Context: an optimization exercise on an open-source flow, tuned for small area, a short achievable clock period and few clock cycles per item. The choices shown serve that exercise and are no tape-out recipe. Only simulation tests tie the RTL to the original design; equivalence was not proved. Power figures rest on the tool's default switching activity, not on a simulated workload.

## config.mk

```make
export PLATFORM = sky130hd
export DESIGN_NAME = multiply
export DESIGN_NICKNAME = multiply
export VERILOG_FILES = /design/flow/design.v
export SDC_FILE = /design/flow/constraint.sdc
export NUM_CORES = 4
export LEC_CHECK = 0
export CAP_MARGIN = 20
export CORE_MARGIN = 2
export CORE_UTILIZATION = 40
export SLEW_MARGIN = 20
```

## constraint.sdc

```tcl
create_clock -name core_clock -period 4.5 [get_ports {clk}]
set_input_delay 0.9000 -clock core_clock [delete_from_list [all_inputs] [get_ports {clk}]]
set_output_delay 0.9000 -clock core_clock [all_outputs]
set_load 0.01 [all_outputs]
```

## design.v

```verilog
module multiply (clk, prod, fin, mcand, mplier, reset);
	input clk, reset;
	output [63:0] prod;
	output fin;
	input [31:0] mcand, mplier;
	reg [63:0] prod;
	reg [7:0] working;
	reg fin;
	reg carry;
	always @(posedge clk)
		begin
		if (reset == 1)
			begin
			fin = 0;
			prod = 0;
			working = 1;	 
			end
		else
			begin
			if (working == 1)
				begin
				prod[31:0] = mplier;
				working = working + 1;
				end
			else if (working > 1)
				begin
				carry = 0;
				if (prod[0:0] == 1)
					{carry, prod[63:32]} = {1'b0, prod[63:32]} + {1'b0, mcand};
				prod = {carry, prod[63:1]};
				if (working > 32)
					fin = 1;
				working = working + 1;
				end
			end
		end
endmodule
```

## run.sh

```bash
#!/bin/bash
# synth_recipe.tcl (not shown) runs the flow's synth.tcl, then flattens the netlist and writes it again
# the make line also repeats each setting of config.mk as NAME=value (left out here)
make -C /OpenROAD-flow-scripts/flow DESIGN_CONFIG=/design/flow/config.mk WORK_HOME=/design/flow/orfs CLKGATE_MAP_FILE= SYNTH_SCRIPT=/design/flow/synth_recipe.tcl finish
```

==> flow_summary.toml <==
[sta]
worst_pin_slew_ns = 0.928
slew_headroom_pct = 37.9
period_share_pct = 75.2
rsz0062_at_grt = "false"
finalClockSkew_ns = 0.00850
period_needed_ns = 3.38
max_freq_ghz = 0.296
setup-tns-final_ns = 0
setup_viol = 0
maxSlewViolCount = 0
hold_viol_final = 0

[logic_synthesis]
ys.flop_type = "dfxtp_1"
synth_area_leaders = "dfxtp_1, ha_1, nor2_1"
yosysMostFrequentCell = "nor2_1"
yosysWarnings = 1
syn_inst = 705
synth-xor-area-share_pct = 3.16
yosys-top-cells-count = "nor2_1, nand2_1, dfxtp_1, a21oi_1, o21ai_0"
synth_adder_area_share_pct = 8.94
synth_async_sr_flop_share_pct = 0
syn_avg_cell_area_um2 = 7.47
post-synth-top-area-fraction_pct = 27.8
synth_compound_area_share_pct = 30.2
ys_seq_area_share_pct = 27.8
synth.largest_area_cell = "dfxtp_1"
synth_top_family_by_area = "compound AO/OA/AOI/OAI gates"
synth_simple_gate_area_share_pct = 22.3
synth_seq_cells = 73
synth.distinct_cells = 63
syn_nets = 808
syn_area_um2 = 5260
synth.area.mux_share_pct = 2.69
synth-edff-count = 0

[job]
drv_cap = 0

[cts]
numCtsBuffers = 9
cts-root-buf = "clkbuf_16"
hold_buffers = 0
clock_latency_ns = 0.35
postCtsSetupBuffers = 0
cts.path.max_buffers = 2
cts_resized = 0
cts.sinks = 73
clk_pin_slew_ns = 0.06
htreeDepth = 3
cts_tree = "built"

[worst_setup_path]
r2r-start = "working[2]$_SDFFE_PP0P_"
path_max_fanout = 6
crit_type = "input pin to register"
required_ns = 4.73
critPathArrivalTime_ns = 3.61
critPathCaptureType = "register"
setup.worst_path.start = "mcand[0]"
startpoint_type = "input pin"
ff2ff_setup_slack_ns = 1.69

[die]
die_area_um2 = 14100
start_util_pct = 41.4
io-pin-count = 131
coreArea_um2 = 12700
dieWidth_um = 119
num_rows = 41
die_height_um = 119

[placed_design]
dp.final_hpwl_um = 11800
placed_area_um2 = 6640
gp_congestion = 0.917
port-buffer-count = 130
dp_cells = 967

[run_status]
status = "complete, no violations"

[detailed_routing]
route.vias.total = 5677
antenna_left = 0
drt_iter0_drc = 326
drtPass1Iterations = 5
viasPerCell = 5.78
wl_um = 16800
wl_per_cell_um = 17.1
drc = 0

[pwr]
p_leak_nw = 2.69
power_density_nw_per_um2 = 687
power.total_mw = 4.77
ir_drop_uv = 398

[cells_and_area]
syn_to_final_growth_pct = 32.0
fin_area_um2 = 6950
drive_gt1_share_pct = 5.19
n_fill_cell = 1252
layout.cells.non_filler = 982
fin_util_pct = 54.6
nets = 909
num_antenna_cells = 0

[global_routing]
antenna_found_initial = 0
met2_usage_pct = 38.5
grt.busiest_layer = "met2"
grt_util_met3_pct = 5.98
grt_first_pass_wirelength_um = 27500
use_met1_pct = 30.5
grt.total_usage_pct = 23.9
grt_overflow_total = 0
first_global_vias = 5514
grt_max_degree = 55

[worst_hold_path]
min-delay-start = "prod[27]$_SDFFE_PP0P_"
hold_class = "register to register"
worst max-delay path, stage by stage:
cell	delay [ns]
clkdlybuf4s50_1	0.40
ha_1	0.21
fa_1	0.42
a21oi_1	0.30
o211ai_2	0.11
a21oi_2	0.38
o211a_1	0.24
o31a_1	0.28
nor4b_1	0.29
nor3_1	0.07
layer usage:
layer  vias to the layer above  wire [um]
li1                       2774          -
met4                         0        382
met5                         -          0
met1                      2682       7590
met3                        24       1240
met2                       197       7600
registers in the layout (all words and copies together) (netlist names):
signal   cells
fin          1
prod        64
working      8
where the power goes:
part / internal, mW / leakage (nW) / total [mW] / switching [mW]
Clock: 0.458 / 0.148 / 0.755 / 0.297
Sequential: 0.878 / 0.603 / 1.10 / 0.217
Combinational: 1.22 / 1.94 / 2.92 / 1.70
Total: 2.56 / 2.69 / 4.77 / 2.22
cell families after synthesis:
group / after synthesis
xor gates and xnor gates: 19
adders and majority gates: 37
muxes: 14
DFF: 73
and+or+nand+nor: 259
buffers and inverters: 65
AOI/OAI and AO/OA: 238
area by class of cell:
| type | instances | area (um^2) | share of cell area, % |
|---|---|---|---|
| multi-input cells | 567 | 3540 | 51.0 |
| flip-flops and latches | 73 | 1460 | 21.0 |
| repair buffers | 139 | 1360 | 19.6 |
| clock buffers | 11 | 253 | 3.64 |
| well taps | 172 | 215 | 3.10 |
| inverters | 16 | 60.1 | 0.864 |
| clock inverters | 4 | 51.3 | 0.738 |
cell usage in the layout (no fill, tap or decap), types with 3 or more instances in the layout:
cell type,instances
clkdlybuf4s50_1,129
nor2_1,104
nand2_1,74
dfxtp_1,73
a21oi_1,54
o21ai_0,50
a211oi_1,44
ha_1,36
nor3_1,19
inv_1,15
nand3_1,15
nand4_1,15
mux2i_1,13
xnor2_1,12
o21a_1,11
o21bai_1,10
a21o_1,9
clkbuf_16,9
buf_4,9
and3_1,8
o211ai_1,8
xor2_1,7
a31oi_1,7
o21ai_1,7
or4_1,4
and2_1,3
and4_1,3
a21oi_2,3
a311oi_1,3
or3_1,3
o2111ai_1,3
nand3b_1,3
through the flow:
step                hold WS [ns]  setup slack [ns]
floorplan                  0.517              1.58
global placement           0.499             0.861
detailed placement         0.505             0.824
CTS                        0.521              1.17
global route               0.543             0.986
finish                     0.515              1.12
worst paths after layout:
path                                              end  depth (start not counted)
worst min-delay path            prod[26]$_SDFFE_PP0P_                          2
worst min register to register  prod[26]$_SDFFE_PP0P_                          2
worst max-delay path            prod[59]$_SDFFE_PP0P_                         10
worst max register to register  prod[59]$_SDFFE_PP0P_                          8
Testbench counts, summed over its fixed seeds: cycles 108,800, items 3,200.

[port drivers added, routing unchanged]
No port has a modelled driver above. Below, the same layout with a new extraction and two added sets of constraints.
Step 1 sets driving cells, clkbuf_16 on the clock port and buf_2 on the other inputs (assumed; they add their load-dependent delay and slew).
Step 2 also shifts input and output timing later by t, the mid clock arrival at the registers, as if the neighbouring blocks saw the same clock.
a / b / c = no drivers / after step 1 / after step 2; a / b = the first two.
shift t [ns]: 0.384
setup slack, ns: 1.117 / 1.135 / 0.751
worst setup path at the end: input to register
worst slew at a driven data input, ns: 0.05
After both steps setup and hold are still met in this run. The setup slack of this run moves by +0.018 ns with the drivers and by -0.366 ns with both steps.
